Source: an optimization exercise on an open RTL-to-GDS flow (aim: a short achievable clock period and few clock cycles). Production flows keep margins and buffers that such runs may drop. At most, simulation tests tie the RTL to the original design; equivalence was not proved. For run 6, only the layout was checked, not whether the RTL still works. No run shown here takes its clock network from TritonCTS; it comes from the design's own scripts or RTL. The flow treats the clock pin as an ideal source. Dropping or thinning the clock tree relies on that and would not hold on a real chip. Power and IR drop assume default switching activity.

`design/flow/flow/mycts.tcl`:
```
# Manual two-level clock tree: R root buffers driven by the clock port, each driving
# some of K leaf buffers; each leaf buffer drives a cluster of flip-flops (capacitated k-means).
proc mycts_kmeans {xs ys K cap} {
  set n [llength $xs]
  set cx {}; set cy {}
  set idx [lsort -real -indices $xs]
  for {set k 0} {$k < $K} {incr k} {
    set i [lindex $idx [expr {int(($k + 0.5) * $n / $K)}]]
    lappend cx [lindex $xs $i]; lappend cy [lindex $ys $i]
  }
  for {set iter 0} {$iter < 40} {incr iter} {
    set cnt [lrepeat $K 0]
    set asg [lrepeat $n -1]
    set pairs {}
    for {set i 0} {$i < $n} {incr i} {
      set x [lindex $xs $i]; set y [lindex $ys $i]
      for {set k 0} {$k < $K} {incr k} {
        set dx [expr {$x-[lindex $cx $k]}]; set dy [expr {$y-[lindex $cy $k]}]
        lappend pairs [list [expr {$dx*$dx+$dy*$dy}] $i $k]
      }
    }
    set pairs [lsort -real -index 0 $pairs]
    set left $n
    foreach p $pairs {
      lassign $p d i k
      if {[lindex $asg $i] >= 0} continue
      if {[lindex $cnt $k] >= $cap} continue
      lset asg $i $k
      lset cnt $k [expr {[lindex $cnt $k]+1}]
      incr left -1
      if {$left == 0} break
    }
    set sx [lrepeat $K 0.0]; set sy [lrepeat $K 0.0]
    for {set i 0} {$i < $n} {incr i} {
      set k [lindex $asg $i]
      lset sx $k [expr {[lindex $sx $k] + [lindex $xs $i]}]
      lset sy $k [expr {[lindex $sy $k] + [lindex $ys $i]}]
    }
    for {set k 0} {$k < $K} {incr k} {
      set c [lindex $cnt $k]
      if {$c > 0} {
        lset cx $k [expr {[lindex $sx $k] / $c}]
        lset cy $k [expr {[lindex $sy $k] / $c}]
      }
    }
  }
  return [list $asg $cx $cy $cnt]
}

proc mycts_build {K R leafm rootm} {
  set db [ord::get_db]
  set block [ord::get_db_block]
  set clknet [$block findNet clk]
  set sinks [$clknet getITerms]
  set n [llength $sinks]
  set xs {}; set ys {}
  foreach it $sinks {
    set bb [[$it getInst] getBBox]
    lappend xs [expr {([$bb xMin]+[$bb xMax])/2.0}]
    lappend ys [expr {([$bb yMin]+[$bb yMax])/2.0}]
  }
  lassign [mycts_kmeans $xs $ys $K [expr {int(ceil(1.1 * $n / $K))}]] asg cx cy cnt
  lassign [mycts_kmeans $cx $cy $R [expr {int(ceil(1.0 * $K / $R))}]] rasg rx ry rcnt
  puts "MYCTS sinks $n leaves $K roots $R leafcounts $cnt rootcounts $rcnt"
  set lm [$db findMaster $leafm]
  set rm [$db findMaster $rootm]
  set rnets {}
  for {set r 0} {$r < $R} {incr r} {
    set b [odb::dbInst_create $block $rm "clkroot_$r"]
    $b setLocation [expr {int([lindex $rx $r])}] [expr {int([lindex $ry $r])}]
    $b setPlacementStatus PLACED
    [$b findITerm A] connect $clknet
    set rn [odb::dbNet_create $block "clkroot_net_$r"]
    $rn setSigType CLOCK
    [$b findITerm X] connect $rn
    lappend rnets $rn
  }
  set lnets {}
  for {set k 0} {$k < $K} {incr k} {
    set b [odb::dbInst_create $block $lm "clkleaf_$k"]
    $b setLocation [expr {int([lindex $cx $k])}] [expr {int([lindex $cy $k])}]
    $b setPlacementStatus PLACED
    [$b findITerm A] connect [lindex $rnets [lindex $rasg $k]]
    set ln [odb::dbNet_create $block "clkleaf_net_$k"]
    $ln setSigType CLOCK
    [$b findITerm X] connect $ln
    lappend lnets $ln
  }
  for {set i 0} {$i < $n} {incr i} {
    set it [lindex $sinks $i]
    $it disconnect
    $it connect [lindex $lnets [lindex $asg $i]]
  }
  $clknet setSigType CLOCK
}
```
`design/flow/flow/pre_cts.tcl`:
```
# PRE_CTS_TCL hook: replace TritonCTS with a two-level balanced clock tree
# (4 root buffers on the clock port, each driving about 6 leaf buffers, each
# leaf buffer driving a cluster of about 21 flip-flops; see mycts.tcl).
source [file join [file dirname [info script]] mycts.tcl]
rename clock_tree_synthesis orig_clock_tree_synthesis
proc clock_tree_synthesis {args} {
  mycts_build 24 4 sky130_fd_sc_hd__clkbuf_16 sky130_fd_sc_hd__clkbuf_16
}
```
`design/flow/flow/run.sh`:
```
#!/bin/bash
# Own flow: the standard layout (standard.sh) with two changes:
#  - the clock tree is built by flow/pre_cts.tcl (a two-level balanced tree,
#    see flow/mycts.tcl) instead of TritonCTS;
#  - the cells in flow/dont_use.txt are kept out of synthesis and timing
#    repair: the platform's own DONT_USE_CELLS list, plus full and half adders,
#    slow 3- and 4-input OR/NOR and AOI/OAI cells, 4-input muxes and delay
#    cells, so that abc and the resizer build the logic from faster cells.
# Every tool's output goes to the ORFS logs under orfs/logs and to standard.log.
set -euo pipefail
export PRE_CTS_TCL="$PWD/flow/pre_cts.tcl"
du="$(tr '\n' ' ' < flow/dont_use.txt)"
sed "s|\"\${@:-finish}\"|DONT_USE_CELLS=\"$du\" \"\${@:-finish}\"|" standard.sh > standard_du.sh
bash standard_du.sh ${FLOW_STANDARD_TARGETS:-} > standard.log 2>&1
```
`design/flow/standard.sh`:
```
#!/bin/bash
# synth_recipe.tcl (not shown) runs the flow's synth.tcl, then flattens the netlist and writes it again
# the make line also repeats each setting of config.mk as NAME=value (left out here)
make -C /OpenROAD-flow-scripts/flow DESIGN_CONFIG=/design/flow/config.mk WORK_HOME=/design/flow/orfs CLKGATE_MAP_FILE= SYNTH_SCRIPT=/design/flow/synth_recipe.tcl "${@:-finish}"
```
`design/flow/design.v`:
```
`timescale 1ns / 1ps
module nextpc (
    input logic reset,
    input logic cap,
    input logic [15:0] inst,
    input logic [4:0] pc,
    input logic halted,
    input logic bp_cur,
    input logic replay,   
    input logic [4:0] d_pc,   
    input logic d_v,   
    input logic d_br,   
    input logic d_halt,   
    input logic ex_br,   
    input logic ex_halt,   
    output logic pred,
    output logic take,
    output logic [4:0] pc_f,
    output logic halted_d   
);
  logic is_br;
  logic [4:0] tgt, pc_seq;
  assign is_br = (inst[15:13] == 3'b101);
  assign tgt = inst[12:8];
  assign pc_seq = halted ? 5'd0 : pc + 5'd1;
  assign pred = bp_cur;
  assign take = is_br && pred && !halted && !replay;
  always_comb
    if (reset) pc_f = cap ? (is_br ? tgt : 5'd1) : 5'd0;
    else if (replay) pc_f = d_pc;
    else if (take) pc_f = tgt;
    else pc_f = pc_seq;
  logic is_halt, halt_now;
  assign is_halt = (inst[15:13] == 3'b111);
  assign halt_now = (is_halt && !(d_v && (d_br || d_halt)) && !ex_br) ||
                    (d_v && d_halt && !ex_br) || ex_halt;
  assign halted_d = reset ? (cap && is_halt) : (halted || halt_now);
endmodule
`timescale 1ns / 1ps
module add8 (
    input  logic [7:0] a,
    input  logic [7:0] b,
    output logic [7:0] s
);
  logic [7:0] g0, p0, g1, p1, g2, p2, g3;
  assign g0 = a & b;
  assign p0 = a ^ b;
  always_comb begin
    g1[0] = g0[0];
    p1[0] = p0[0];
    for (int i = 1; i < 8; i++) begin
      g1[i] = g0[i] | (p0[i] & g0[i-1]);
      p1[i] = p0[i] & p0[i-1];
    end
    for (int i = 0; i < 2; i++) begin
      g2[i] = g1[i];
      p2[i] = p1[i];
    end
    for (int i = 2; i < 8; i++) begin
      g2[i] = g1[i] | (p1[i] & g1[i-2]);
      p2[i] = p1[i] & p1[i-2];
    end
    for (int i = 0; i < 4; i++) g3[i] = g2[i];
    for (int i = 4; i < 8; i++) g3[i] = g2[i] | (p2[i] & g2[i-4]);
  end
  assign s = p0 ^ {g3[6:0], 1'b0};
endmodule
`timescale 1ns / 1ps
module brres (
    input  logic [7:0] ne,
    input  logic br,
    input  logic pred,
    input  logic reset,
    output logic taken,
    output logic mispredict
);
  assign taken = (ne == 8'd0);
  assign mispredict = !reset && br && (pred ? !taken : taken);
endmodule
`timescale 1ns / 1ps
module mux2 #(
    parameter int WIDTH = 8
) (
    input logic [WIDTH - 1:0] d0,
    input logic [WIDTH - 1:0] d1,
    input logic s,
    output logic [WIDTH - 1:0] y
);
  assign y = s ? d1 : d0;
endmodule
module fwd8 (
    input  logic [7:0] d0,
    input  logic [7:0] d1,
    input  logic s,
    output logic [7:0] y
);
  assign y = d0 | (d1 & {8{s}});
endmodule
module ao21 (
    input  logic a,
    input  logic b,
    input  logic c,
    output logic y
);
  assign y = a | (b & c);
endmodule
module andn #(
    parameter int WIDTH = 5
) (
    input  logic [WIDTH - 1:0] a,
    input  logic b,
    output logic [WIDTH - 1:0] y
);
  assign y = a & ~{WIDTH{b}};
endmodule
`timescale 1ns / 1ps
module bpsel (
    input logic [31:0] bp,
    input logic [4:0] a,
    output logic y
);
  logic [31:0] oh;
  always_comb
    for (int j = 0; j < 32; j++) oh[j] = (a == 5'(j));
  assign y = (oh & bp) != 32'd0;
endmodule
`timescale 1ns / 1ps
module fctl (
    input logic [15:0] inst,
    input logic reset,   
    input logic d_v,
    input logic d_wr,
    input logic d_add,
    input logic d_st,
    input logic [3:0] d_dst,
    input logic [3:0] d_sta,
    input logic ex_wr,
    input logic [3:0] ex_dst,
    output logic is_st,
    output logic is_ld,
    output logic is_add,
    output logic is_br,
    output logic is_halt,
    output logic f_wr,
    output logic [3:0] dst,
    output logic [3:0] sta,
    output logic [15:0] ra_oh,
    output logic [15:0] rb_oh,
    output logic ra_r,
    output logic rb_r,
    output logic st_r,
    output logic ra_s,
    output logic ra_l,
    output logic ra_w,
    output logic rb_s,
    output logic rb_l,
    output logic rb_w,
    output logic st_s,
    output logic st_l,
    output logic st_w,
    output logic st_k,
    output logic fwm,
    output logic rep   
);
  logic [2:0] op;
  logic imm;
  logic [3:0] rd, ra, rb;
  assign op = inst[15:13];
  assign imm = inst[12];
  assign rd = inst[11:8];
  assign ra = inst[7:4];
  assign rb = inst[3:0];
  assign is_st = (op == 3'b000);
  assign is_ld = (op == 3'b001);
  assign is_add = (op == 3'b010);
  assign is_br = (op == 3'b101);
  assign is_halt = (op == 3'b111);
  assign f_wr = is_ld || is_add;
  assign dst = (is_ld && !imm) ? ra : rd;
  assign sta = imm ? rd : ra;
  always_comb
    for (int j = 0; j < 16; j++) begin
      ra_oh[j] = (ra == 4'(j));
      rb_oh[j] = (rb == 4'(j));
    end
  logic ea, eb, wa, wb, live;
  assign live = !reset;
  assign ea = live && d_v && d_wr && (d_dst == ra);
  assign eb = live && d_v && d_wr && (d_dst == rb);
  assign wa = live && ex_wr && (ex_dst == ra);
  assign wb = live && ex_wr && (ex_dst == rb);
  assign ra_r = !ea && !wa;
  assign rb_r = !eb && !wb;
  assign st_r = !imm && !eb && !wb;
  assign ra_s = ea && d_add;
  assign ra_l = ea && !d_add;
  assign ra_w = !ea && wa;
  assign rb_s = eb && d_add;
  assign rb_l = eb && !d_add;
  assign rb_w = !eb && wb;
  assign st_s = !imm && eb && d_add;
  assign st_l = !imm && eb && !d_add;
  assign st_w = !imm && !eb && wb;
  assign st_k = imm;
  assign fwm = live && d_v && d_st && (d_sta == rb);
  assign rep = is_br && (ra_s || rb_s);
endmodule
`timescale 1ns / 1ps
`timescale 1ns / 1ps
`timescale 1ns / 1ps
`timescale 1ns / 1ps
`timescale 1ns / 1ps
module top (
    input logic clk,
    input logic reset,
    output logic [4:0] curr_inst_addr,
    input logic [15:0] curr_inst,
    output logic write_enable_dmem,
    output logic [3:0] write_addr_dmem,
    output logic [7:0] write_data_dmem,
    output logic halted
);
  logic [7:0] rf[16];
  logic [7:0] dm[16];
  logic [4:0] pc;
  logic [4:0] pc_o;   
  logic halted_r;
  logic [31:0] bp_t;
  logic bp_cur;   
  logic d_v, d_st, d_add, d_br, d_halt, d_wr, d_imm, d_pred;
  logic [7:0] d_k8;
  logic [3:0] d_dst, d_sta;
  logic [15:0] d_rb;
  logic d_dm_r, d_dm_s;   
  logic d_rep;   
  logic [4:0] d_pc1, d_tgt, d_pc;
  logic [15:0] d_ra;
  logic d_ra_r, d_rb_r, d_st_r;
  logic d_ra_s, d_ra_l, d_ra_w;
  logic d_rb_s, d_rb_l, d_rb_w;
  logic d_st_s, d_st_l, d_st_w, d_st_k;
  logic ex_wr, ex_add, ex_br, ex_halt, ex_pred;
  logic [3:0] ex_dst;
  logic [15:0] ex_we;   
  logic [7:0] ex_a, ex_b, ex_l;
  logic [7:0] ex_ne;   
  logic [4:0] ex_alt;   
  logic [31:0] ex_bpc;   
  logic bu_v, bu_t;
  logic [31:0] bu_a;
  logic w_v;
  logic [15:0] w_we;
  logic [7:0] w_d;
  logic st_v;
  logic [3:0] st_a;
  logic [7:0] st_d;
  logic st_v_o;   
  logic [7:0] st_d_o;
  logic [15:0] st_we;   
  assign curr_inst_addr = pc_o;
  assign write_enable_dmem = st_v_o;
  assign write_addr_dmem = st_a;
  assign write_data_dmem = st_d_o;
  assign halted = halted_r;
  logic [7:0] sum, res;
  logic taken;
  add8 add (
      .a(ex_a),
      .b(ex_b),
      .s(sum)
  );
  mux2 #(8) res_mux (
      .d0(ex_l),
      .d1(sum),
      .s (ex_add),
      .y (res)
  );
  logic mispredict;
  brres cmp (
      .ne(ex_ne),
      .br(ex_br),
      .pred(ex_pred),
      .reset(reset),
      .taken(taken),
      .mispredict(mispredict)
  );
  logic [7:0] rfa, rfb, a_e, b_e, s_e, a_n, b_n, s_n, dmb;
  always_comb begin
    rfa = 8'd0;
    rfb = 8'd0;
    dmb = 8'd0;
    for (int j = 0; j < 16; j++) begin
      rfa = rfa | (rf[j] & {8{d_ra[j]}});
      rfb = rfb | (rf[j] & {8{d_rb[j]}});
      dmb = dmb | (dm[j] & {8{d_rb[j]}});
    end
    a_e = (ex_l & {8{d_ra_l}}) | (w_d & {8{d_ra_w}}) | (rfa & {8{d_ra_r}});
    b_e = (ex_l & {8{d_rb_l}}) | (w_d & {8{d_rb_w}}) | (rfb & {8{d_rb_r}});
    s_e = (ex_l & {8{d_st_l}}) | (w_d & {8{d_st_w}}) | (rfb & {8{d_st_r}}) | (d_k8 & {8{d_st_k}});
  end
  fwd8 a_mux (
      .d0(a_e),
      .d1(sum),
      .s (d_ra_s),
      .y (a_n)
  );
  fwd8 b_mux (
      .d0(b_e),
      .d1(sum),
      .s (d_rb_s),
      .y (b_n)
  );
  fwd8 s_mux (
      .d0(s_e),
      .d1(sum),
      .s (d_st_s),
      .y (s_n)
  );
  logic [7:0] s_n_o;
  fwd8 s_mux_o (
      .d0(s_e),
      .d1(sum),
      .s (d_st_s),
      .y (s_n_o)
  );
  logic [7:0] l_n;
  assign l_n = (dmb & {8{d_dm_r}}) | (st_d & {8{d_dm_s}}) | (d_k8 & {8{d_imm}});
  logic is_st, is_ld, is_add, is_br, is_halt, f_wr;
  logic [3:0] dst, sta;
  logic [15:0] ra_oh, rb_oh;
  logic ra_r, rb_r, st_r;
  logic ra_s, ra_l, ra_w, rb_s, rb_l, rb_w, st_s, st_l, st_w, st_k, fwm, rep;
  fctl fc (
      .inst(curr_inst),
      .reset(reset),
      .d_v(d_v),
      .d_wr(d_wr),
      .d_add(d_add),
      .d_st(d_st),
      .d_dst(d_dst),
      .d_sta(d_sta),
      .ex_wr(ex_wr),
      .ex_dst(ex_dst),
      .is_st(is_st),
      .is_ld(is_ld),
      .is_add(is_add),
      .is_br(is_br),
      .is_halt(is_halt),
      .f_wr(f_wr),
      .dst(dst),
      .sta(sta),
      .ra_oh(ra_oh),
      .rb_oh(rb_oh),
      .ra_r(ra_r),
      .rb_r(rb_r),
      .st_r(st_r),
      .ra_s(ra_s),
      .ra_l(ra_l),
      .ra_w(ra_w),
      .rb_s(rb_s),
      .rb_l(rb_l),
      .rb_w(rb_w),
      .st_s(st_s),
      .st_l(st_l),
      .st_w(st_w),
      .st_k(st_k),
      .fwm(fwm),
      .rep(rep)
  );
  logic r0cap;
  logic cap;
  assign cap = !r0cap && (pc == 5'd0);
  logic bp_seq;
  bpsel bps (
      .bp({bp_t[0], bp_t[31:1]}),
      .a (pc),
      .y (bp_seq)
  );
  logic replay;
  assign replay = d_v && d_rep;
  logic pred, take, bp_d, halted_d;
  logic [4:0] pc_f, pc_d;
  nextpc npc (
      .reset(reset),
      .cap(cap),
      .inst(curr_inst),
      .pc(pc),
      .halted(halted_r),
      .bp_cur(bp_cur),
      .replay(replay),
      .d_pc(d_pc),
      .d_v(d_v),
      .d_br(d_br),
      .d_halt(d_halt),
      .ex_br(ex_br),
      .ex_halt(ex_halt),
      .pred(pred),
      .take(take),
      .pc_f(pc_f),
      .halted_d(halted_d)
  );
  mux2 #(5) pc_mux (
      .d0(pc_f),
      .d1(ex_alt),
      .s (mispredict),
      .y (pc_d)
  );
  logic [4:0] pc_od;
  mux2 #(5) pc_mux_o (
      .d0(pc_f),
      .d1(ex_alt),
      .s (mispredict),
      .y (pc_od)
  );
  logic seq_ok;
  assign seq_ok = !mispredict && !take && !reset && !replay;
  ao21 bp_ao (
      .a(mispredict || (replay && !reset && d_pred)),
      .b(seq_ok),
      .c(bp_seq),
      .y(bp_d)
  );
  logic st_v_od;
  andn #(1) st_v_gate (
      .a(!reset && d_v && d_st && !replay),
      .b(mispredict),
      .y(st_v_od)
  );
  logic f_ok, d_ok;
  assign f_ok = !halted_r && !(d_v && d_halt) && !ex_halt && !mispredict && !replay;
  assign d_ok = d_v && !mispredict && !replay;
  logic [4:0] pc1;
  assign pc1 = pc + 5'd1;
  always_ff @(posedge clk) begin
    pc <= pc_d;
    st_v_o <= st_v_od;
    pc_o <= pc_od;
    bp_cur <= bp_d;
    halted_r <= halted_d;
    if (reset) begin
      r0cap <= cap;
      d_v <= cap;
      ex_wr <= 1'b0;
      ex_br <= 1'b0;
      ex_halt <= 1'b0;
      bu_v <= 1'b0;
      w_v <= 1'b0;
      st_v <= 1'b0;
      bp_t <= '1;
    end else begin
      r0cap <= 1'b0;
      d_v <= f_ok;
      ex_wr <= d_ok && d_wr;
      ex_br <= d_ok && d_br;
      ex_halt <= d_ok && d_halt;
      w_v <= ex_wr;
      st_v <= d_ok && d_st;
      bu_v <= ex_br;
      for (int j = 0; j < 32; j++) if (bu_v && bu_a[j]) bp_t[j] <= bu_t;
    end
  end
  always_ff @(posedge clk) begin
    d_st <= is_st;
    d_add <= is_add;
    d_br <= is_br;
    d_halt <= is_halt;
    d_wr <= f_wr;
    d_imm <= curr_inst[12];
    d_k8 <= curr_inst[7:0];
    d_dst <= dst;
    d_sta <= sta;
    d_rb <= rb_oh;
    d_pred <= pred || reset;
    d_pc1 <= pc1;
    d_tgt <= curr_inst[12:8];
    d_pc <= pc;
    d_ra <= ra_oh;
    d_ra_r <= ra_r;
    d_rb_r <= rb_r;
    d_st_r <= st_r;
    {d_ra_s, d_ra_l, d_ra_w} <= {ra_s, ra_l, ra_w};
    {d_rb_s, d_rb_l, d_rb_w} <= {rb_s, rb_l, rb_w};
    {d_st_s, d_st_l, d_st_w, d_st_k} <= {st_s, st_l, st_w, st_k};
    d_dm_r <= !fwm && !curr_inst[12];
    d_dm_s <= fwm && !curr_inst[12];
    d_rep <= rep && !reset;
  end
  always_ff @(posedge clk) begin
    ex_add <= d_add;
    ex_dst <= d_dst;
    ex_we <= 16'd1 << d_dst;
    ex_a <= a_n;
    ex_b <= b_n;
    ex_ne <= a_e ^ b_e;
    ex_l <= l_n;
    ex_pred <= d_pred;
    ex_alt <= d_pred ? d_pc1 : d_tgt;
    ex_bpc <= 32'd1 << d_pc;
    st_a <= d_sta;
    st_we <= 16'd1 << d_sta;
    st_d <= s_n;
    st_d_o <= s_n_o;
  end
  always_ff @(posedge clk) begin
    bu_t <= taken;
    bu_a <= ex_bpc;
    w_we <= ex_we;
    w_d <= res;
  end
  always_ff @(posedge clk)
    for (int i = 0; i < 16; i++)
      if (reset) rf[i] <= 8'd0;
      else if (w_v && w_we[i]) rf[i] <= w_d;
  always_ff @(posedge clk)
    for (int i = 0; i < 16; i++)
      if (reset) dm[i] <= 8'd0;
      else if (st_v && st_we[i]) dm[i] <= st_d;
endmodule
```
`design/flow/constraint.sdc`:
```
create_clock -name core_clock -period 4.2 [get_ports {clk}]
set_input_delay 0.8400 -clock core_clock [delete_from_list [all_inputs] [get_ports {clk}]]
set_output_delay 0.8400 -clock core_clock [all_outputs]
set_load 0.01 [all_outputs]
```
`design/flow/flow/dont_use.txt`:
```
sky130_fd_sc_hd__probe_p_8
sky130_fd_sc_hd__probec_p_8
sky130_fd_sc_hd__lpflow_bleeder_1
sky130_fd_sc_hd__lpflow_clkbufkapwr_1
sky130_fd_sc_hd__lpflow_clkbufkapwr_16
sky130_fd_sc_hd__lpflow_clkbufkapwr_2
sky130_fd_sc_hd__lpflow_clkbufkapwr_4
sky130_fd_sc_hd__lpflow_clkbufkapwr_8
sky130_fd_sc_hd__lpflow_clkinvkapwr_1
sky130_fd_sc_hd__lpflow_clkinvkapwr_16
sky130_fd_sc_hd__lpflow_clkinvkapwr_2
sky130_fd_sc_hd__lpflow_clkinvkapwr_4
sky130_fd_sc_hd__lpflow_clkinvkapwr_8
sky130_fd_sc_hd__lpflow_decapkapwr_12
sky130_fd_sc_hd__lpflow_decapkapwr_3
sky130_fd_sc_hd__lpflow_decapkapwr_4
sky130_fd_sc_hd__lpflow_decapkapwr_6
sky130_fd_sc_hd__lpflow_decapkapwr_8
sky130_fd_sc_hd__lpflow_inputiso0n_1
sky130_fd_sc_hd__lpflow_inputiso0p_1
sky130_fd_sc_hd__lpflow_inputiso1n_1
sky130_fd_sc_hd__lpflow_inputiso1p_1
sky130_fd_sc_hd__lpflow_inputisolatch_1
sky130_fd_sc_hd__lpflow_isobufsrc_1
sky130_fd_sc_hd__lpflow_isobufsrc_16
sky130_fd_sc_hd__lpflow_isobufsrc_2
sky130_fd_sc_hd__lpflow_isobufsrc_4
sky130_fd_sc_hd__lpflow_isobufsrc_8
sky130_fd_sc_hd__lpflow_isobufsrckapwr_16
sky130_fd_sc_hd__lpflow_lsbuf_lh_hl_isowell_tap_1
sky130_fd_sc_hd__lpflow_lsbuf_lh_hl_isowell_tap_2
sky130_fd_sc_hd__lpflow_lsbuf_lh_hl_isowell_tap_4
sky130_fd_sc_hd__lpflow_lsbuf_lh_isowell_4
sky130_fd_sc_hd__lpflow_lsbuf_lh_isowell_tap_1
sky130_fd_sc_hd__lpflow_lsbuf_lh_isowell_tap_2
sky130_fd_sc_hd__lpflow_lsbuf_lh_isowell_tap_4
sky130_fd_sc_hd__fill_1
sky130_fd_sc_hd__fill_2
sky130_fd_sc_hd__fill_4
sky130_fd_sc_hd__fill_8
sky130_fd_sc_hd__fa_1
sky130_fd_sc_hd__fa_2
sky130_fd_sc_hd__fa_4
sky130_fd_sc_hd__ha_1
sky130_fd_sc_hd__ha_2
sky130_fd_sc_hd__ha_4
sky130_fd_sc_hd__a2111o_1
sky130_fd_sc_hd__a2111o_2
sky130_fd_sc_hd__a2111o_4
sky130_fd_sc_hd__a2111oi_0
sky130_fd_sc_hd__a2111oi_1
sky130_fd_sc_hd__a2111oi_2
sky130_fd_sc_hd__a2111oi_4
sky130_fd_sc_hd__a311o_1
sky130_fd_sc_hd__a311o_2
sky130_fd_sc_hd__a311o_4
sky130_fd_sc_hd__a311oi_1
sky130_fd_sc_hd__a311oi_2
sky130_fd_sc_hd__a311oi_4
sky130_fd_sc_hd__clkdlybuf4s15_1
sky130_fd_sc_hd__clkdlybuf4s15_2
sky130_fd_sc_hd__clkdlybuf4s18_1
sky130_fd_sc_hd__clkdlybuf4s18_2
sky130_fd_sc_hd__clkdlybuf4s25_1
sky130_fd_sc_hd__clkdlybuf4s25_2
sky130_fd_sc_hd__clkdlybuf4s50_1
sky130_fd_sc_hd__clkdlybuf4s50_2
sky130_fd_sc_hd__dlygate4sd1_1
sky130_fd_sc_hd__dlygate4sd2_1
sky130_fd_sc_hd__dlygate4sd3_1
sky130_fd_sc_hd__dlymetal6s2s_1
sky130_fd_sc_hd__dlymetal6s4s_1
sky130_fd_sc_hd__dlymetal6s6s_1
sky130_fd_sc_hd__nor3_1
sky130_fd_sc_hd__nor3_2
sky130_fd_sc_hd__nor3_4
sky130_fd_sc_hd__nor3b_1
sky130_fd_sc_hd__nor3b_2
sky130_fd_sc_hd__nor3b_4
sky130_fd_sc_hd__nor4_1
sky130_fd_sc_hd__nor4_2
sky130_fd_sc_hd__nor4_4
sky130_fd_sc_hd__nor4b_1
sky130_fd_sc_hd__nor4b_2
sky130_fd_sc_hd__nor4b_4
sky130_fd_sc_hd__nor4bb_1
sky130_fd_sc_hd__nor4bb_2
sky130_fd_sc_hd__nor4bb_4
sky130_fd_sc_hd__o2111a_1
sky130_fd_sc_hd__o2111a_2
sky130_fd_sc_hd__o2111a_4
sky130_fd_sc_hd__o2111ai_1
sky130_fd_sc_hd__o2111ai_2
sky130_fd_sc_hd__o2111ai_4
sky130_fd_sc_hd__o311a_1
sky130_fd_sc_hd__o311a_2
sky130_fd_sc_hd__o311a_4
sky130_fd_sc_hd__o311ai_0
sky130_fd_sc_hd__o311ai_1
sky130_fd_sc_hd__o311ai_2
sky130_fd_sc_hd__o311ai_4
sky130_fd_sc_hd__or3_1
sky130_fd_sc_hd__or3_2
sky130_fd_sc_hd__or3_4
sky130_fd_sc_hd__or3b_1
sky130_fd_sc_hd__or3b_2
sky130_fd_sc_hd__or3b_4
sky130_fd_sc_hd__or4_1
sky130_fd_sc_hd__or4_2
sky130_fd_sc_hd__or4_4
sky130_fd_sc_hd__or4b_1
sky130_fd_sc_hd__or4b_2
sky130_fd_sc_hd__or4b_4
sky130_fd_sc_hd__or4bb_1
sky130_fd_sc_hd__or4bb_2
sky130_fd_sc_hd__or4bb_4
sky130_fd_sc_hd__mux4_1
sky130_fd_sc_hd__mux4_2
sky130_fd_sc_hd__mux4_4
```
`design/flow/config.mk`:
```
export PLATFORM = sky130hd
export DESIGN_NAME = top
export DESIGN_NICKNAME = top
export VERILOG_FILES = /design/flow/design.v
export SDC_FILE = /design/flow/constraint.sdc
export NUM_CORES = 8
export LEC_CHECK = 0
export CAP_MARGIN = 20
export CORE_MARGIN = 2
export CORE_UTILIZATION = 40
export PLACE_DENSITY = 0.55
export SETUP_SLACK_MARGIN = 3.0
export SLEW_MARGIN = 20
export SYNTH_HIERARCHICAL = 1
export SYNTH_MINIMUM_KEEP_SIZE = 0
```
==> flow_summary.json, run 1 <==
{
  "status": "finished clean",
  "critPathSlowestCell": "dfxtp_4",
  "dieHeight_um": 240,
  "synth_top_area_share_pct": 52.0,
  "fin_crit_sh_pct": 42.8,
  "drv_slew": 0,
  "ys_top_cells_by_area": "dfxtp_1 (52%), nand3_1 (7.4%), a22oi_1 (7.4%)",
  "relSlewSlack_pct": 47.3,
  "nets": 2617,
  "crit_family": "compound AO/OA/AOI/OAI gates",
  "vdd_drop_max_v": 0.000367,
  "io_buffers": 36,
  "p_switching_w": 0.00276,
  "crit_path_start": "pc[0]",
  "syn_area_um2": 22200,
  "period_minus_slack_ns": 1.80,
  "synth_nets": 2533,
  "r2r_start": "pc[0]",
  "drt_first_iter_violations": 2116,
  "final_antenna_net_count": 0,
  "swShare_pct": 26.8,
  "totalWireLength_um": 84800,
  "synth_fa_ha_area_share_pct": 0,
  "ys.flop_type": "dfxtp_1",
  "crit_path_end_kind": "flop",
  "vias": 19900,
  "io_pins": 37,
  "yosysWarnings": 13,
  "synth_top_family_by_area": "simple AND/OR/NAND/NOR gates",
  "cp_slowest_stage_delay_ns": 0.44,
  "area_growth_syn_to_layout_pct": 30.3,
  "synthSimpleGateAreaFrac_pct": 20.9,
  "finalPower_w": 0.0103,
  "synth.distinct_cells": 67,
  "start_util_pct": 40.5,
  "grt_max_degree": 65,
  "grt-ovfl-total": 0,
  "post_dp_cell_area_um2": 23700,
  "antenna_cells": 0,
  "grt_pass1_vias": 19000,
  "path_cells": "buf_6, buf_1, mux2i_1, a21o_1, a211oi_2, a211oi_2, a22oi_2, a21o_1",
  "gp_congestion": 0.921,
  "power.leakage_nw": 9.87,
  "setup_viol": 0,
  "drcViolationCount": 0,
  "critPathRequiredTime_ns": 4.49,
  "cp.depth": 8,
  "synth_mux_area_share_pct": 2.15,
  "seq_area_frac_synth_pct": 52.0,
  "hold_viol": 0,
  "cap_violations": 0,
  "p_comb_share_pct": 13.2,
  "synth_edf_count": 0,
  "postCtsHoldBufs": 0,
  "grt_pass1_wl_um": 124000,
  "clk_latency_ns": 0.39,
  "p_seq_share_pct": 58.7,
  "cts.clk_slew.worst_paths_ns": 0.09,
  "hold_class": "flop to flop",
  "grt_usage_pct": 28.4,
  "final_common_cell": "dfxtp_1",
  "crit_path_start_kind": "flop",
  "fmax_mhz": 556,
  "core_area_um2": 55000,
  "final_cell_mix": "dfxtp_1 (485), nand2_1 (376), nand3_1 (296)",
  "critPathBufInv": 2,
  "crit_end": "bp_cur",
  "syn_avg_cell_area_um2": 8.84,
  "ys_ff_latch": 578,
  "whs_ns": 0.330,
  "synthXorXnorAreaFrac_pct": 2.11,
  "cp_max_fo": 8,
  "power.share.clock_pct": 28.1,
  "reg2reg_setup_slack_ns": 2.40,
  "die_w_um": 240,
  "fin_area_um2": 29000,
  "synthArstFlopShare_pct": 0,
  "fin_setup_tns_ns": 0,
  "dp_hpwl_um": 51900,
  "antenna_found_initial": 2,
  "worst_slew_pin_slew_ns": 0.790,
  "reg2reg_to": "bp_cur",
  "syn_inst": 2515,
  "drive_above_1_share_pct": 36.2,
  "drtPass1Iterations": 6,
  "rsz0062_at_grt": "true",
  "viasPerCell": 5.96,
  "finalClockSkew_ns": 0.0470,
  "intPower_w": 0.00756,
  "r2r_cells": 8,
  "fp-row-count": 86,
  "die_area_um2": 57500,
  "post_drt_wl_per_cell_um": 25.4,
  "worst-setup-path-type": "flop to flop",
  "synth_compound_area_share_pct": 17.2,
  "synth_top_area_cell": "dfxtp_1",
  "arrival_ns": 2.09,
  "p_per_area_nw_per_um2": 356
}
flip-flops by register name, indices dropped and copies added (netlist names), 8 cells and up:
register	cells
ex_l	8
ex_we	16
d_rb	16
bu_a	32
d_ra	16
st_d	8
w_d	8
st_d_o	8
bp_t	32
dm	128
rf	128
ex_ne	8
d_k8	8
st_we	16
ex_a	8
ex_bpc	32
w_we	16
ex_b	8
modules after synthesis (local to each module, per instance), a selection:
module	copies in the design	flip-flops and latches
ao21	1	0
fctl	1	0
top	1	578
nextpc	1	0
bpsel	1	0
brres	1	0
add8	1	0
fwd8	4	0
cell families (layout without fill, tap and decap cells):
kind of cell / after synthesis / after routing
DFF: 578 / 578
buffers and inverters: 233 / 315
and+or+nand+nor: 1011 / 1011
xor gates and xnor gates: 51 / 51
AOI/OAI and AO/OA: 602 / 602
muxes: 40 / 40
metrics by stage:
step | util [%] | worst slack (ns) | std cells
after floorplan | - | 2.30 | 2515
after global placement | 43.2 | 1.60 | 3101
after detailed placement | 43.2 | 1.59 | 3101
after CTS | 50.6 | 2.17 | 3285
after global routing | 52.7 | 2.33 | 3345
final | 52.7 | 2.40 | 3345
area by class of cell:
cell class / count / area [µm²]
Fill cell: 4919 / 26000
Multi-Input combinational cell: 1704 / 12200
Sequential cell: 578 / 11800
Timing Repair Buffer: 275 / 3300
Tap cell: 748 / 936
Buffer: 28 / 701
Timing Repair inverter: 3 / 52.6
Inverter: 9 / 46.3
Yosys cell counts (4+ instances only):
master      n
and3_1      7
nand2b_1   26
nand4_1    56
or2_2      11
a211oi_1    5
a21oi_1   268
inv_1       8
o21ai_1     7
and2_1     10
and3b_1     5
clkbuf_8    5
nand3_1   330
o21ai_0    29
xor2_1     20
clkbuf_2    7
a22oi_1   218
nand2_1   394
xnor2_1    28
nand3b_1    5
a21o_1     35
clkbuf_1  105
a222oi_1    8
buf_2      42
a31oi_1     6
mux2_4      9
dfxtp_1   578
mux2i_1     5
nor2_1    140
nor2b_1    13
buf_1      28
mux2_2     24
buf_6      26
buf_4       9
a221o_1     4
per-layer routing:
| metal | vias to the layer above | track usage, % | routed length (µm) | share of wire (%) |
|---|---|---|---|---|
| li1 | 8983 | - | - | - |
| met1 | 9864 | 40.5 | 37100 | 44 |
| met2 | 913 | 44.4 | 37300 | 44 |
| met3 | 162 | 4.60 | 7570 | 8.9 |
| met4 | 2 | 7.42 | 2870 | 3.4 |
| met5 | - | 0 | 11 | 0.013 |
timing repair:
item	CTS	global route
endpoints found under the setup margin	460	401
resized for setup	567	237
gates cloned	36	5
pin swaps	141	80
setup buffers	120	55
power groups by stage:
stage	clock network, W	logic, W	registers, W
floorplan	0	0.000831	0.00595
global placement	0	0.000765	0.00622
detailed placement	0	0.000773	0.00622
CTS	0.00218	0.00111	0.00622
global route	0.00313	0.00145	0.00608
finish	0.00290	0.00136	0.00606
how the worst min path moves through the flow:
stage | cells past startpoint | to | start | slack [ns]
6_report | 0 | bu_a[16] | ex_bpc[16] | 0.33
2_1_floorplan | 0 | bu_a[0] | ex_bpc[0] | 0.31
3_5_place_dp | 0 | bu_a[10] | ex_bpc[10] | 0.31
5_1_grt | 0 | bu_a[13] | ex_bpc[13] | 0.34
3_3_place_gp | 0 | bu_a[16] | ex_bpc[16] | 0.31
4_1_cts | 0 | bu_a[10] | ex_bpc[10] | 0.31
Testbench counts, summed over its fixed seeds: cycles 24,759.
==> inputs of run 2 (changes only) <==
--- a/design/flow/config.mk
+++ b/design/flow/config.mk
@@ -10,4 +10,3 @@
 export CORE_UTILIZATION = 40
-export PLACE_DENSITY = 0.55
-export SETUP_SLACK_MARGIN = 3.0
+export SETUP_SLACK_MARGIN = 2.7
 export SLEW_MARGIN = 20
==> flow_summary.json, run 2 <==
{
  "status": "finished clean",
  "arrival_ns": 2.01,
  "synthArstFlopShare_pct": 0,
  "final_cell_mix": "dfxtp_1 (493), nand2_1 (385), nand3_1 (329)",
  "post_dp_cell_area_um2": 22300,
  "seq_area_frac_synth_pct": 52.0,
  "fin_crit_sh_pct": 41.8,
  "r2r_start": "d_rb[7]",
  "die_area_um2": 57500,
  "final_common_cell": "dfxtp_1",
  "gp_congestion": 0.965,
  "syn_avg_cell_area_um2": 8.84,
  "hold_viol": 0,
  "rsz0062_at_grt": "true",
  "syn_area_um2": 22200,
  "crit_top_cell": "buf_6",
  "r2r_cells": 7,
  "vias": 19600,
  "fin_cells": 3276,
  "grt_usage_pct": 26.1,
  "finalClockSkew_ns": 0.0411,
  "post-route-util_pct": 48.4,
  "area_growth_syn_to_layout_pct": 19.7,
  "start_util_pct": 40.5,
  "yosysWarnings": 13,
  "synth_top_area_share_pct": 52.0,
  "fmax_mhz": 570,
  "cp_slowest_stage_delay_ns": 0.40,
  "antenna_found_initial": 2,
  "synth_nets": 2533,
  "synth_top_area_cell": "dfxtp_1",
  "ys_ff_latch": 578,
  "path_cells": "buf_6, a22oi_2, nand4_1, nor2_4, buf_6, o21ai_4, a21o_1",
  "period_minus_slack_ns": 1.76,
  "largestRegisters": "dm: 128 flops, rf: 128 flops",
  "ys_top_cells_by_area": "dfxtp_1 (52%), nand3_1 (7.4%), a22oi_1 (7.4%)",
  "cap_violations": 0,
  "place_inst": 3093,
  "nets": 2548,
  "final_antenna_net_count": 0,
  "drtPass1Iterations": 8,
  "drive_above_1_share_pct": 24.6,
  "dieHeight_um": 240,
  "worstHoldStart": "ex_bpc[17]",
  "worst_slew_pin_slew_ns": 1.00,
  "grt-ovfl-total": 0,
  "hold_path_depth": 0,
  "grt_max_degree": 65,
  "synth_common_cells": "dfxtp_1 (578), nand2_1 (394), nand3_1 (330), a21oi_1 (268), a22oi_1 (218)",
  "dp_hpwl_um": 48200,
  "antenna_cells": 0,
  "crit_path_start_kind": "flop",
  "critPathSlowestCell": "dfxtp_4",
  "io_pins": 37,
  "postCtsHoldBufs": 0,
  "fp-row-count": 86,
  "drt_first_iter_violations": 2316,
  "synth.distinct_cells": 67,
  "fin_area_um2": 26600,
  "worst-setup-path-type": "flop to flop",
  "syn_inst": 2515,
  "critPathRequiredTime_ns": 4.46,
  "viasPerCell": 5.99,
  "totalWireLength_um": 79100,
  "setup_viol": 0,
  "core_area_um2": 55000,
  "synth_edf_count": 0,
  "cp_max_fo": 8,
  "power.leakage_nw": 9.18,
  "crit_path_start": "d_rb[7]",
  "clk_latency_ns": 0.38,
  "p_per_area_nw_per_um2": 378,
  "drcViolationCount": 0,
  "grt_pass1_wl_um": 115000,
  "grt_pass1_vias": 18100,
  "yosysMostFrequentCell": "dfxtp_1",
  "crit_path_end_kind": "flop",
  "post_drt_wl_per_cell_um": 24.2,
  "relSlewSlack_pct": 33.2,
  "cts.clk_slew.worst_paths_ns": 0.10,
  "fin_setup_tns_ns": 0,
  "hold_class": "flop to flop",
  "vdd_drop_max_v": 0.000393,
  "drv_slew": 0,
  "io_buffers": 36,
  "ys.flop_type": "dfxtp_1",
  "die_w_um": 240
}
-- run 2: cell counts after synthesis --
No cell type changed its count.
-- run 2: critical path: cells and delay by family (launching register included) --
family                 cells  cell delay (ns)
flip-flops                 1             0.40
AND/OR/NAND/NOR            2             0.54
buffers and inverters      2             0.26
AO/OA/AOI/OAI              3             0.44
-- run 2: layer usage --
layer	part of all wire (%)	vias to the layer above	wire [µm]	global-route usage, %
met5	0.011	-	9	0
met4	3.6	2	2830	7.68
met3	9.5	160	7540	3.75
met2	44	1017	34800	40.3
met1	43	9618	34000	37.7
li1	-	8829	-	-
-- run 2: cell type report --
cell class / count / area, µm²
Fill cell: 5061 / 28400
Sequential cell: 578 / 11800
Multi-Input combinational cell: 1704 / 10900
Timing Repair Buffer: 208 / 2260
Tap cell: 748 / 936
Buffer: 28 / 701
Inverter: 9 / 46.3
Timing Repair inverter: 1 / 16.3
-- run 2: per-module statistics from Yosys, one instance, submodules excluded, excerpt --
module	flops+latches	times used	cell area, µm²	cells inside
fctl	0	1	783	127
top	578	1	19800	2176
fwd8	0	4	71.3	9
bpsel	0	1	430	59
brres	0	1	52.6	9
add8	0	1	364	50
nextpc	0	1	263	37
-- run 2: per-stage QoR --
stage / hold slack, ns / worst slack, ns / power, W
2_1_floorplan: 0.310 / 2.30 / 0.00666
3_3_place_gp: 0.310 / 1.41 / 0.00690
3_5_place_dp: 0.312 / 1.40 / 0.00692
4_1_cts: 0.312 / 2.15 / 0.00934
5_1_grt: 0.327 / 2.44 / 0.0104
6_report: 0.307 / 2.44 / 0.0101
-- run 2: path summary, 6_finish.rpt --
path	to	slack, ns
worst max-delay path	st_d_o[4]	2.44
worst min-delay path	bu_a[17]	0.31
worst max register to register	st_d_o[4]	2.44
worst min register to register	bu_a[17]	0.31
-- run 2: report_power, final --
part	total (W)	switching (W)	internal, W	leakage [nW]
Clock	0.00285	0.00165	0.00121	0.345
Sequential	0.00605	0.000355	0.00570	4.74
Combinational	0.00116	0.000629	0.000528	4.10
-- run 2: logic make-up after synthesis --
group	count (synthesis)	synth area share, %
and+or+nand+nor	1011	20.9
buffers and inverters	233	5.64
DFF	578	52.0
muxes	40	2.15
AOI/OAI and AO/OA	602	17.2
xor gates and xnor gates	51	2.11
-- run 2: timing repair --
item / in CTS / in global routing
resized for setup: 500 / 229
setup buffers: 96 / 32
pin swaps: 106 / 64
gates cloned: 27 / 0
endpoints found under the setup margin: 433 / 309
==> inputs of run 3 (changes only) <==
--- a/design/flow/flow/pre_cts.tcl
+++ b/design/flow/flow/pre_cts.tcl
@@ -6,3 +6,3 @@
 proc clock_tree_synthesis {args} {
-  mycts_build 24 4 sky130_fd_sc_hd__clkbuf_16 sky130_fd_sc_hd__clkbuf_16
+  mycts_build 28 4 sky130_fd_sc_hd__clkbuf_16 sky130_fd_sc_hd__clkbuf_16
 }
--- a/design/flow/config.mk
+++ b/design/flow/config.mk
@@ -10,3 +10,3 @@
 export CORE_UTILIZATION = 40
-export SETUP_SLACK_MARGIN = 2.7
+export SETUP_SLACK_MARGIN = 3.0
 export SLEW_MARGIN = 20
==> flow_summary.json, run 3 <==
{
  "grt_pass1_vias": 18600,
  "ys_ff_latch": 578,
  "dp_hpwl_um": 48800,
  "rsz0062_at_grt": "true",
  "critPathSlowestCell": "dfxtp_4",
  "drive_above_1_share_pct": 37.6,
  "period_minus_slack_ns": 1.78,
  "cap_violations": 0,
  "vias": 20000,
  "drv_slew": 0,
  "gp_congestion": 0.946,
  "regArea_um2": 11800,
  "r2r_start": "d_rb[7]",
  "status": "finished clean",
  "cp_max_fo": 6,
  "setup_viol": 0,
  "cp_slowest_stage_delay_ns": 0.40,
  "min_to": "bu_a[23]",
  "seq_area_frac_synth_pct": 52.0,
  "power.leakage_nw": 10.0,
  "totalWireLength_um": 82200,
  "syn_area_um2": 22200,
  "cts.clk_slew.worst_paths_ns": 0.09,
  "reg2reg_setup_slack_ns": 2.42,
  "final_cell_mix": "dfxtp_1 (479), nand2_1 (364), nand3_1 (285)",
  "relSlewSlack_pct": 52.1,
  "synth_common_cells": "dfxtp_1 (578), nand2_1 (394), nand3_1 (330), a21oi_1 (268), a22oi_1 (218)",
  "worst_slew_pin_slew_ns": 0.719,
  "antenna_found_initial": 0,
  "crit_path_end_kind": "flop",
  "p_per_area_nw_per_um2": 359,
  "crit_path_start_kind": "flop",
  "whs_ns": 0.329,
  "crit_path_start": "d_rb[7]",
  "nets": 2610,
  "final_common_cell": "dfxtp_1",
  "clk_latency_ns": 0.39,
  "io_buffers": 36,
  "fmax_mhz": 563,
  "start_util_pct": 40.5,
  "fin_ws_ns": 2.42,
  "r2r_cells": 8,
  "synth_edf_count": 0,
  "die_w_um": 240,
  "synth_nets": 2533,
  "drt_first_iter_violations": 2297,
  "yosysWarnings": 13,
  "ys.flop_type": "dfxtp_1",
  "hold_viol": 0,
  "postCtsHoldBufs": 0,
  "critPathRequiredTime_ns": 4.46,
  "area_growth_syn_to_layout_pct": 30.8,
  "nFillCells": 4855,
  "dp_slack_ns": 1.58,
  "hold_class": "flop to flop",
  "synth_top_area_share_pct": 52.0,
  "worst-setup-path-type": "flop to flop",
  "worstHoldStart": "ex_bpc[23]",
  "fin_setup_tns_ns": 0,
  "path_cells": "buf_6, buf_6, a22oi_2, nand4_1, nor2_2, buf_2, o21ai_2, a21o_1",
  "ys_top_cells_by_area": "dfxtp_1 (52%), nand3_1 (7.4%), a22oi_1 (7.4%)",
  "drcViolationCount": 0,
  "synthArstFlopShare_pct": 0,
  "fp-row-count": 86,
  "grt_pass1_wl_um": 116000,
  "syn_inst": 2515,
  "arrival_ns": 2.03,
  "core_area_um2": 55000,
  "reg2reg_to": "ex_b[5]",
  "synth_top_area_cell": "dfxtp_1",
  "hold_path_depth": 0,
  "critPathBufInv": 3,
  "yosysMostFrequentCell": "dfxtp_1",
  "syn_avg_cell_area_um2": 8.84,
  "finalClockSkew_ns": 0.0369,
  "grt_usage_pct": 26.1,
  "crit_top_cell": "buf_6",
  "post_drt_wl_per_cell_um": 24.6,
  "die_area_um2": 57500,
  "fin_crit_sh_pct": 42.3,
  "drtPass1Iterations": 9,
  "largestRegisters": "dm: 128 flops, rf: 128 flops",
  "synth.distinct_cells": 67,
  "post_dp_cell_area_um2": 23700,
  "dieHeight_um": 240,
  "multi_input_area_um2": 12300,
  "crit_family": "simple AND/OR/NAND/NOR gates",
  "viasPerCell": 6.00,
  "final_antenna_net_count": 0,
  "vdd_drop_max_v": 0.000458,
  "antenna_cells": 0,
  "grt-ovfl-total": 0,
  "grt_max_degree": 65,
  "io_pins": 37,
  "fin_area_um2": 29100,
  "post-route-util_pct": 52.9
}
run 3: cell counts after synthesis:
Identical to the previous run, type by type.
run 3: area by class of cell:
type / count / area share [%]
buffer: 32 / 2.75
inverter: 9 / 0.159
multi-input combinational: 1704 / 42.3
sequential: 578 / 40.6
tap: 748 / 3.22
timing repair buffer: 267 / 11.0
run 3: worst max path at each step:
stage / end / slack (ns) / depth (start not counted)
finish: ex_b[5] / 2.42 / 8
detailed placement: ex_wr / 1.58 / 7
global placement: ex_halt / 1.61 / 7
floorplan: ex_halt / 2.30 / 6
global route: pc_o[3] / 2.42 / 6
CTS: pc[2] / 2.13 / 7
run 3: repair_timing:
action | 4_1_cts | 5_1_grt
pin swaps | 142 | 109
gates resized for setup | 494 | 328
gates cloned | 19 | 25
buffers inserted | 102 | 70
setup endpoints to repair | 463 | 405
run 3: power by group:
group	switching, W	internal (W)
clock network	0.00172	0.00137
registers	0.000353	0.00569
logic	0.000677	0.000615
total	0.00275	0.00768
run 3: per-layer routing:
metal | wire (µm) | up-vias | track usage, % | part of all wire (%)
met3 | 7120 | 208 | 3.62 | 8.7
met5 | 0 | - | 0 | 0
met2 | 36800 | 1029 | 41.2 | 45
met1 | 35200 | 9816 | 37.2 | 43
met4 | 3040 | 0 | 7.36 | 3.7
li1 | - | 8966 | - | -
run 3: cell families (layout without fill, tap and decap cells):
logic type | after synthesis | in the layout | synth area share, %
DFF | 578 | 578 | 52.0
AOI/OAI and AO/OA | 602 | 602 | 17.2
muxes | 40 | 40 | 2.15
and+or+nand+nor | 1011 | 1011 | 20.9
xor gates and xnor gates | 51 | 51 | 2.11
buffers and inverters | 233 | 308 | 5.64
run 3: metrics by stage:
stage | std cells | power, W
floorplan | 2515 | 0.00678
global placement | 3090 | 0.00695
detailed placement | 3090 | 0.00696
CTS | 3243 | 0.00956
global route | 3338 | 0.0107
finish | 3338 | 0.0104
run 3: modules after synthesis, one instance, submodules excluded, excerpt:
| module | flip-flops and latches | copies in the design |
|---|---|---|
| add8 | 0 | 1 |
| ao21 | 0 | 1 |
| bpsel | 0 | 1 |
| brres | 0 | 1 |
| fctl | 0 | 1 |
| fwd8 | 0 | 4 |
| nextpc | 0 | 1 |
| top | 578 | 1 |
==> inputs of run 4 (changes only) <==
--- a/design/flow/flow/pre_cts.tcl
+++ b/design/flow/flow/pre_cts.tcl
@@ -6,3 +6,3 @@
 proc clock_tree_synthesis {args} {
-  mycts_build 28 4 sky130_fd_sc_hd__clkbuf_16 sky130_fd_sc_hd__clkbuf_16
+  mycts_build 20 4 sky130_fd_sc_hd__clkbuf_16 sky130_fd_sc_hd__clkbuf_16
 }
==> flow_summary.json, run 4 <==
{
  "gp_congestion": 0.946,
  "postCtsHoldBufs": 0,
  "grt_pass1_wl_um": 120000,
  "io_buffers": 36,
  "grt_pass1_vias": 19100,
  "drive_above_1_share_pct": 37.1,
  "synth.distinct_cells": 67,
  "cts.clk_slew.worst_paths_ns": 0.12,
  "dieHeight_um": 240,
  "post_dp_cell_area_um2": 23700,
  "drv_slew": 0,
  "critPathBufInv": 1,
  "crit_family": "flip-flops",
  "syn_area_um2": 22200,
  "p_per_area_nw_per_um2": 346,
  "fin_setup_tns_ns": 0,
  "grt_usage_pct": 26.9,
  "setup_viol": 0,
  "yosysMostFrequentCell": "dfxtp_1",
  "dp_hpwl_um": 48800,
  "core_area_um2": 55000,
  "crit_path_start_kind": "flop",
  "final_antenna_net_count": 0,
  "worst_slew_pin_slew_ns": 0.697,
  "crit_path_end_kind": "primary output",
  "drtPass1Iterations": 8,
  "ys.flop_type": "dfxtp_1",
  "start_util_pct": 40.5,
  "vias": 20200,
  "synth_common_cells": "dfxtp_1 (578), nand2_1 (394), nand3_1 (330), a21oi_1 (268), a22oi_1 (218)",
  "synth_top_area_cell": "dfxtp_1",
  "cp_slowest_stage_delay_ns": 0.38,
  "status": "finished clean",
  "ys_top_cells_by_area": "dfxtp_1 (52%), nand3_1 (7.4%), a22oi_1 (7.4%)",
  "grt-ovfl-total": 0,
  "die_w_um": 240,
  "seq_area_frac_synth_pct": 52.0,
  "post_drt_wl_per_cell_um": 24.3,
  "path_cells": "buf_6",
  "area_growth_syn_to_layout_pct": 31.0,
  "antenna_cells": 0,
  "drcViolationCount": 0,
  "final_cell_mix": "dfxtp_1 (481), nand2_1 (370), nand3_1 (295)",
  "arrival_ns": 0.87,
  "fin_crit_sh_pct": 40.7,
  "die_area_um2": 57500,
  "worst-setup-path-type": "flop to primary output",
  "largestRegisters": "dm: 128 flops, rf: 128 flops",
  "clk_latency_ns": 0.37,
  "cp_max_fo": 3,
  "power.leakage_nw": 10.0,
  "antenna_found_initial": 0,
  "fin_area_um2": 29100,
  "final_common_cell": "dfxtp_1",
  "rsz0062_at_grt": "true",
  "grt_max_degree": 65,
  "synth_top_area_share_pct": 52.0,
  "yosysWarnings": 13,
  "totalWireLength_um": 82000,
  "relSlewSlack_pct": 53.5,
  "ys_ff_latch": 578,
  "post-route-util_pct": 53.0,
  "hold_viol": 0,
  "hold_class": "flop to flop",
  "syn_inst": 2515,
  "critPathRequiredTime_ns": 3.36,
  "fmax_mhz": 585,
  "fp-row-count": 86,
  "viasPerCell": 5.98,
  "period_minus_slack_ns": 1.71,
  "synth_nets": 2533,
  "cap_violations": 0,
  "synth_edf_count": 0,
  "critPathSlowestCell": "dfxtp_4",
  "finalClockSkew_ns": 0.0328,
  "io_pins": 37,
  "syn_avg_cell_area_um2": 8.84,
  "nets": 2649,
  "vdd_drop_max_v": 0.000383,
  "synthArstFlopShare_pct": 0,
  "drt_first_iter_violations": 2177
}
-- run 4: changes by cell type in the layout (fill, tap and decap cells not counted), moves of 5 or more --
cell       delta
buf_1        +15
clkbuf_16    -20
nand3_1      +10
nand2_4      -12
nand2_1       +6
nand2_2       +7
nand3_4      -10
buf_16       +21
buf_2         +5
buf_12        -5
buf_6        +27
-- run 4: layout make-up --
type / count / area, µm²
fill: 4816 / 25800
multi-input combinational: 1704 / 12100
sequential: 578 / 11800
timing repair buffer: 314 / 3690
tap: 748 / 936
buffer: 24 / 601
inverter: 9 / 46.3
-- run 4: modules after synthesis (local to each module, per instance), excerpt --
| module | area, µm² | copies in the design |
|---|---|---|
| add8 | 364 | 1 |
| ao21 | 7.51 | 1 |
| bpsel | 430 | 1 |
| brres | 52.6 | 1 |
| fctl | 783 | 1 |
| fwd8 | 71.3 | 4 |
| top | 19800 | 1 |
-- run 4: metal layers --
layer	global-route usage [%]	share of wire, %	vias up
met4	7.89	3.6	0
met5	0	0	-
met2	42.7	45	1059
met3	4.23	9.4	187
li1	-	-	9030
met1	37.7	42	9908
-- run 4: cells by family after synthesis --
logic type                Yosys count  share of synthesized area [%]
xor gates and xnor gates           51                           2.11
DFF                               578                           52.0
AOI/OAI and AO/OA                 602                           17.2
and+or+nand+nor                  1011                           20.9
buffers and inverters             233                           5.64
muxes                              40                           2.15
-- run 4: report_power, final --
group          leakage, nW  switching (W)  internal, W  total, W
combinational         4.97       0.000699     0.000674   0.00137
sequential            4.74       0.000341      0.00570   0.00604
clock                0.296        0.00162      0.00104   0.00267
-- run 4: worst paths after layout --
check                   from  depth (start not counted)  slack [ns]  endpoint
setup / recovery    halted_r                          1        2.49    halted
hold / removal    ex_bpc[29]                          0        0.32  bu_a[29]
setup reg to reg     ex_a[1]                          8        2.50    w_d[2]
hold reg to reg   ex_bpc[29]                          0        0.32  bu_a[29]
-- run 4: metrics by stage --
step                setup slack, ns  hold slack, ns  cells  power, W
floorplan                      2.30           0.310   2515   0.00678
global placement               1.61           0.310   3090   0.00695
detailed placement             1.58           0.312   3090   0.00696
CTS                            2.17           0.312   3294   0.00929
global route                   2.42           0.334   3377    0.0104
finish                         2.49           0.318   3377    0.0101
-- run 4: repair_timing --
action                                 4_1_cts  5_1_grt
endpoints found under the hold margin        0        0
cloned                                      39        3
setup buffers                              141       80
pin swaps                                  156      104
gates resized for setup                    600      255
setup endpoints to repair                  463      409
==> inputs of run 5 (changes only) <==
==> design/flow/flow/pre_cts.tcl (replaced) <==
# PRE_CTS_TCL hook: replace TritonCTS with a two-level balanced clock tree
# (4 root buffers on the clock port, each driving 5 leaf buffers, each
# leaf buffer driving a cluster of about 29 flip-flops; see mycts.tcl).
source [file join [file dirname [info script]] mycts.tcl]
rename clock_tree_synthesis orig_clock_tree_synthesis
proc clock_tree_synthesis {args} {
  mycts_build 20 4 sky130_fd_sc_hd__clkbuf_16 sky130_fd_sc_hd__clkbuf_16
}
==> flow_summary.json, run 5 <==
{
  "status": "finished clean",
  "die_area_um2": 57500,
  "crit_path_end_kind": "primary output",
  "relSlewSlack_pct": 53.5,
  "synthArstFlopShare_pct": 0,
  "crit_family": "flip-flops",
  "synth_top_area_share_pct": 52.0,
  "drt_first_iter_violations": 2177,
  "drtPass1Iterations": 8,
  "die_w_um": 240,
  "yosysWarnings": 13,
  "critPathRequiredTime_ns": 3.36,
  "ys_ff_latch": 578,
  "drive_above_1_share_pct": 37.1,
  "critPathBufInv": 1,
  "io_buffers": 36,
  "grt_pass1_vias": 19100,
  "vias": 20200,
  "viasPerCell": 5.98,
  "ys.flop_type": "dfxtp_1",
  "fin_setup_tns_ns": 0,
  "grt_usage_pct": 26.9,
  "synth.distinct_cells": 67,
  "synth_common_cells": "dfxtp_1 (578), nand2_1 (394), nand3_1 (330), a21oi_1 (268), a22oi_1 (218)",
  "period_minus_slack_ns": 1.71,
  "start_util_pct": 40.5,
  "finalClockSkew_ns": 0.0328,
  "worst_slew_pin_slew_ns": 0.697,
  "rsz0062_at_grt": "true",
  "final_common_cell": "dfxtp_1",
  "ys_top_cells_by_area": "dfxtp_1 (52%), nand3_1 (7.4%), a22oi_1 (7.4%)",
  "synth_edf_count": 0,
  "grt-ovfl-total": 0,
  "antenna_cells": 0,
  "syn_avg_cell_area_um2": 8.84,
  "drv_slew": 0,
  "syn_area_um2": 22200,
  "hold_class": "flop to flop",
  "clk_latency_ns": 0.37,
  "seq_area_frac_synth_pct": 52.0,
  "fp-row-count": 86,
  "core_area_um2": 55000,
  "dp_hpwl_um": 48800,
  "post_drt_wl_per_cell_um": 24.3,
  "grt_max_degree": 65,
  "synth_nets": 2533,
  "fin_crit_sh_pct": 40.7,
  "cp_slowest_stage_delay_ns": 0.38,
  "antenna_found_initial": 0,
  "io_pins": 37,
  "cp_max_fo": 3,
  "power.leakage_nw": 10.0,
  "worst-setup-path-type": "flop to primary output",
  "grt_pass1_wl_um": 120000,
  "setup_viol": 0,
  "dieHeight_um": 240,
  "post-route-util_pct": 53.0,
  "cap_violations": 0,
  "drcViolationCount": 0,
  "yosysMostFrequentCell": "dfxtp_1",
  "hold_viol": 0,
  "synth_top_area_cell": "dfxtp_1",
  "gp_congestion": 0.946,
  "p_per_area_nw_per_um2": 346,
  "syn_inst": 2515,
  "final_cell_mix": "dfxtp_1 (481), nand2_1 (370), nand3_1 (295)",
  "largestRegisters": "dm: 128 flops, rf: 128 flops",
  "fmax_mhz": 585,
  "whs_ns": 0.318,
  "vdd_drop_max_v": 0.000383,
  "postCtsHoldBufs": 0,
  "arrival_ns": 0.87,
  "path_cells": "buf_6",
  "crit_path_start_kind": "flop",
  "critPathSlowestCell": "dfxtp_4",
  "area_growth_syn_to_layout_pct": 31.0,
  "cts.clk_slew.worst_paths_ns": 0.12,
  "final_antenna_net_count": 0,
  "nets": 2649,
  "totalWireLength_um": 82000
}
-- run 5: worst register-to-register path, cell delays in order (launching register included) --
cell and delay, ns:
dfxtp_2 0.34, o211ai_1 0.25, nand2_1 0.13, buf_2 0.14, buf_6 0.10, buf_6 0.11, buf_6 0.12, xnor2_4 0.15
mux2_4 0.26
-- run 5: report_power, final --
group | switching [W] | internal [W] | total [W]
logic | 0.000699 | 0.000674 | 0.00137
clock network | 0.00162 | 0.00104 | 0.00267
registers | 0.000341 | 0.00570 | 0.00604
-- run 5: timing repair --
item	4_1_cts	5_1_grt
resized for setup	600	255
pin swaps	156	104
endpoints found under the setup margin	463	409
cloned	39	3
endpoints found under the hold margin	0	0
buffers inserted	141	80
-- run 5: logic make-up (layout without fill, tap and decap cells) --
kind of cell,after synthesis,count (layout),synth area share [%]
buf+inv,233,347,5.64
flops,578,578,52.0
compound gates,602,602,17.2
xor+xnor,51,51,2.11
mux,40,40,2.15
simple gates,1011,1011,20.9
-- run 5: final timing paths --
| kind | from | to | slack [ns] | cells after the start |
|---|---|---|---|---|
| max | halted_r | halted | 2.49 | 1 |
| min | ex_bpc[29] | bu_a[29] | 0.32 | 0 |
| max reg2reg | ex_a[1] | w_d[2] | 2.50 | 8 |
| min reg2reg | ex_bpc[29] | bu_a[29] | 0.32 | 0 |
-- run 5: through the flow --
| stage | worst slack, ns | total power (W) | instance area (µm²) | cells |
|---|---|---|---|---|
| floorplan | 2.30 | 0.00678 | 24500 | 2515 |
| global route | 2.42 | 0.0104 | 29100 | 3377 |
| detailed placement | 1.58 | 0.00696 | 23700 | 3090 |
| finish | 2.49 | 0.0101 | 29100 | 3377 |
| CTS | 2.17 | 0.00929 | 27900 | 3294 |
| global placement | 1.61 | 0.00695 | 23700 | 3090 |
-- run 5: cell type report --
class | instances | area [µm²]
Buffer | 24 | 601
Fill cell | 4816 | 25800
Inverter | 9 | 46.3
Multi-Input combinational cell | 1704 | 12100
Sequential cell | 578 | 11800
Tap cell | 748 | 936
Timing Repair Buffer | 314 | 3690
-- run 5: Yosys stat by module (local to each module, per instance), a selection --
module / flip-flops and latches / cells
fctl: 0 / 127
top: 578 / 2176
nextpc: 0 / 37
fwd8: 0 / 9
ao21: 0 / 1
bpsel: 0 / 59
add8: 0 / 50
brres: 0 / 9
-- run 5: layer usage --
layer,track usage [%],wire length [µm]
met5,0,0
met4,7.89,2960
met3,4.23,7730
met2,42.7,37000
met1,37.7,34300
==> inputs of run 6 (changes only) <==
--- a/design/flow/design.v
+++ b/design/flow/design.v
@@ -69,3 +69,3 @@
 module brres (
-    input  logic [7:0] ne,
+    input  logic [1:0] ne,
     input  logic br,
@@ -76,3 +76,3 @@
 );
-  assign taken = (ne == 8'd0);
+  assign taken = (ne == 2'd0);
   assign mispredict = !reset && br && (pred ? !taken : taken);
@@ -245,3 +245,3 @@
   logic [7:0] ex_a, ex_b, ex_l;
-  logic [7:0] ex_ne;   
+  logic [1:0] ex_ne;   
   logic [4:0] ex_alt;   
@@ -493,3 +493,3 @@
     ex_b <= b_n;
-    ex_ne <= a_e ^ b_e;
+    ex_ne <= {(a_e[7:4] ^ b_e[7:4]) != 4'd0, (a_e[3:0] ^ b_e[3:0]) != 4'd0};
     ex_l <= l_n;
==> design/flow/flow/pre_cts.tcl (replaced) <==
# PRE_CTS_TCL hook: replace TritonCTS with a two-level balanced clock tree
# (4 root buffers on the clock port, each driving about 6 leaf buffers, each
# leaf buffer driving a cluster of about 21 flip-flops; see mycts.tcl).
source [file join [file dirname [info script]] mycts.tcl]
rename clock_tree_synthesis orig_clock_tree_synthesis
proc clock_tree_synthesis {args} {
  mycts_build 24 4 sky130_fd_sc_hd__clkbuf_16 sky130_fd_sc_hd__clkbuf_16
}
==> flow_summary.json, run 6 <==
{
  "fmax_mhz": 547,
  "p_seq_share_pct": 58.5,
  "drive_above_1_share_pct": 36.0,
  "ys_ff_latch": 572,
  "fp-row-count": 85,
  "grt_pass1_vias": 19000,
  "hold_class": "flop to flop",
  "antenna_cells": 0,
  "synth_top_area_share_pct": 52.0,
  "syn_avg_cell_area_um2": 8.79,
  "largestRegisters": "dm: 128 flops, rf: 128 flops",
  "io_buffers": 36,
  "final_antenna_net_count": 0,
  "synth_top_area_cell": "dfxtp_1",
  "io_pins": 37,
  "final_cell_mix": "dfxtp_1 (468), nand2_1 (369), nand3_1 (296)",
  "critPathRequiredTime_ns": 4.46,
  "rsz0062_at_grt": "true",
  "postCtsHoldBufs": 0,
  "status": "finished clean",
  "area_growth_syn_to_layout_pct": 30.4,
  "arrival_ns": 2.09,
  "ys.flop_type": "dfxtp_1",
  "relSlewSlack_pct": 52.1,
  "drt_first_iter_violations": 2357,
  "syn_area_um2": 22000,
  "p_per_area_nw_per_um2": 356,
  "die_w_um": 239,
  "fin_setup_tns_ns": 0,
  "vdd_drop_max_v": 0.000334,
  "dp_hpwl_um": 49000,
  "crit_path_end_kind": "flop",
  "p_comb_share_pct": 13.4,
  "totalWireLength_um": 83500,
  "worstHoldStart": "ex_we[2]",
  "crit_path_start_kind": "flop",
  "syn_inst": 2505,
  "grt_max_degree": 65,
  "hold_viol": 0,
  "grt_pass1_wl_um": 121000,
  "synth_nets": 2523,
  "worst-setup-path-type": "flop to flop",
  "synth_edf_count": 0,
  "intPower_w": 0.00749,
  "final_common_cell": "dfxtp_1",
  "start_util_pct": 40.7,
  "worst_slew_pin_slew_ns": 0.719,
  "period_minus_slack_ns": 1.83,
  "finalPower_w": 0.0102
}
## run 6: cell count changes after synthesis, sizes merged, moves of 2 or more
cell   before  now
nor2      143  140
nand4      56   58
xor2       22   15
dfxtp     578  572
xnor2      29   37
## run 6: final cells by class
class	instances	area (µm²)
Inverter	9	60.1
Sequential cell	572	11700
Tap cell	696	871
Timing Repair inverter	3	52.6
Fill cell	4696	25400
Timing Repair Buffer	267	3440
Multi-Input combinational cell	1700	11900
Buffer	28	701
## run 6: final timing paths
path,endpoint,slack (ns),cells after the start
setup reg to reg,ex_l[3],2.37,8
setup / recovery,ex_l[3],2.37,8
hold reg to reg,w_we[2],0.31,0
hold / removal,w_we[2],0.31,0
## run 6: Yosys stat by module (local to each module, per instance), a selection
| module | cell area, µm² | flops+latches |
|---|---|---|
| nextpc | 263 | 0 |
| top | 19600 | 572 |
| bpsel | 430 | 0 |
| add8 | 364 | 0 |
| fctl | 783 | 0 |
| brres | 23.8 | 0 |
| ao21 | 7.51 | 0 |
| fwd8 | 71.3 | 0 |
## run 6: worst max-delay path, cell delays in order, from the launching register on
cell     delay (ns)
dfxtp_4        0.39
buf_6          0.12
buf_12         0.12
buf_8          0.13
buf_6          0.12
a22oi_2        0.19
nand4_1        0.27
o21ai_4        0.28
nand2_1        0.08
## run 6: logic make-up (layout without fill, tap and decap cells)
group | after synthesis | count (layout) | synth area share (%)
and+or+nand+nor | 1007 | 1007 | 21.0
AOI/OAI and AO/OA | 602 | 602 | 17.3
DFF | 572 | 572 | 52.0
buffers and inverters | 233 | 307 | 5.32
xor gates and xnor gates | 52 | 52 | 2.17
muxes | 39 | 39 | 2.13
## run 6: stage by stage
step | util [%] | instances | instance area [µm²] | hold WS, ns | worst slack (ns)
2_1_floorplan | - | 2505 | 24300 | 0.310 | 2.38
3_3_place_gp | 43.3 | 3031 | 23400 | 0.310 | 1.59
3_5_place_dp | 43.3 | 3031 | 23400 | 0.312 | 1.54
4_1_cts | 51.0 | 3214 | 27600 | 0.312 | 2.14
5_1_grt | 53.0 | 3275 | 28700 | 0.321 | 2.35
6_report | 53.0 | 3275 | 28700 | 0.306 | 2.37
## run 6: layer usage
metal | up-vias | share of wire (%) | track usage [%]
li1 | 8935 | - | -
met2 | 1106 | 45 | 44.3
met1 | 9941 | 41 | 38.7
met3 | 205 | 9.7 | 4.21
met4 | 2 | 3.9 | 9.64
met5 | - | 0.012 | 0
## run 6: timing repair
action                                  in CTS  in global routing
pin swaps                                  124                 68
endpoints found under the setup margin     454                413
setup buffers                              112                 61
gates resized for setup                    528                229
cloned                                      43                  0
## run 6: power by group through the flow
stage | clock network (W) | logic (W) | registers, W
after CTS | 0.00217 | 0.00115 | 0.00614
after detailed placement | 0 | 0.000761 | 0.00617
after global placement | 0 | 0.000751 | 0.00617
after floorplan | 0 | 0.000838 | 0.00589
after global routing | 0.00309 | 0.00143 | 0.00599
final | 0.00287 | 0.00137 | 0.00598

Re-timed with assumed drivers on the ports (clkbuf_16 on the clock, buf_2 on other inputs), run 6 has 2.372 ns of setup slack against 2.372 ns with ideal ports, and 1.906 ns once port delays also move by the mid clock arrival of 0.485 ns.
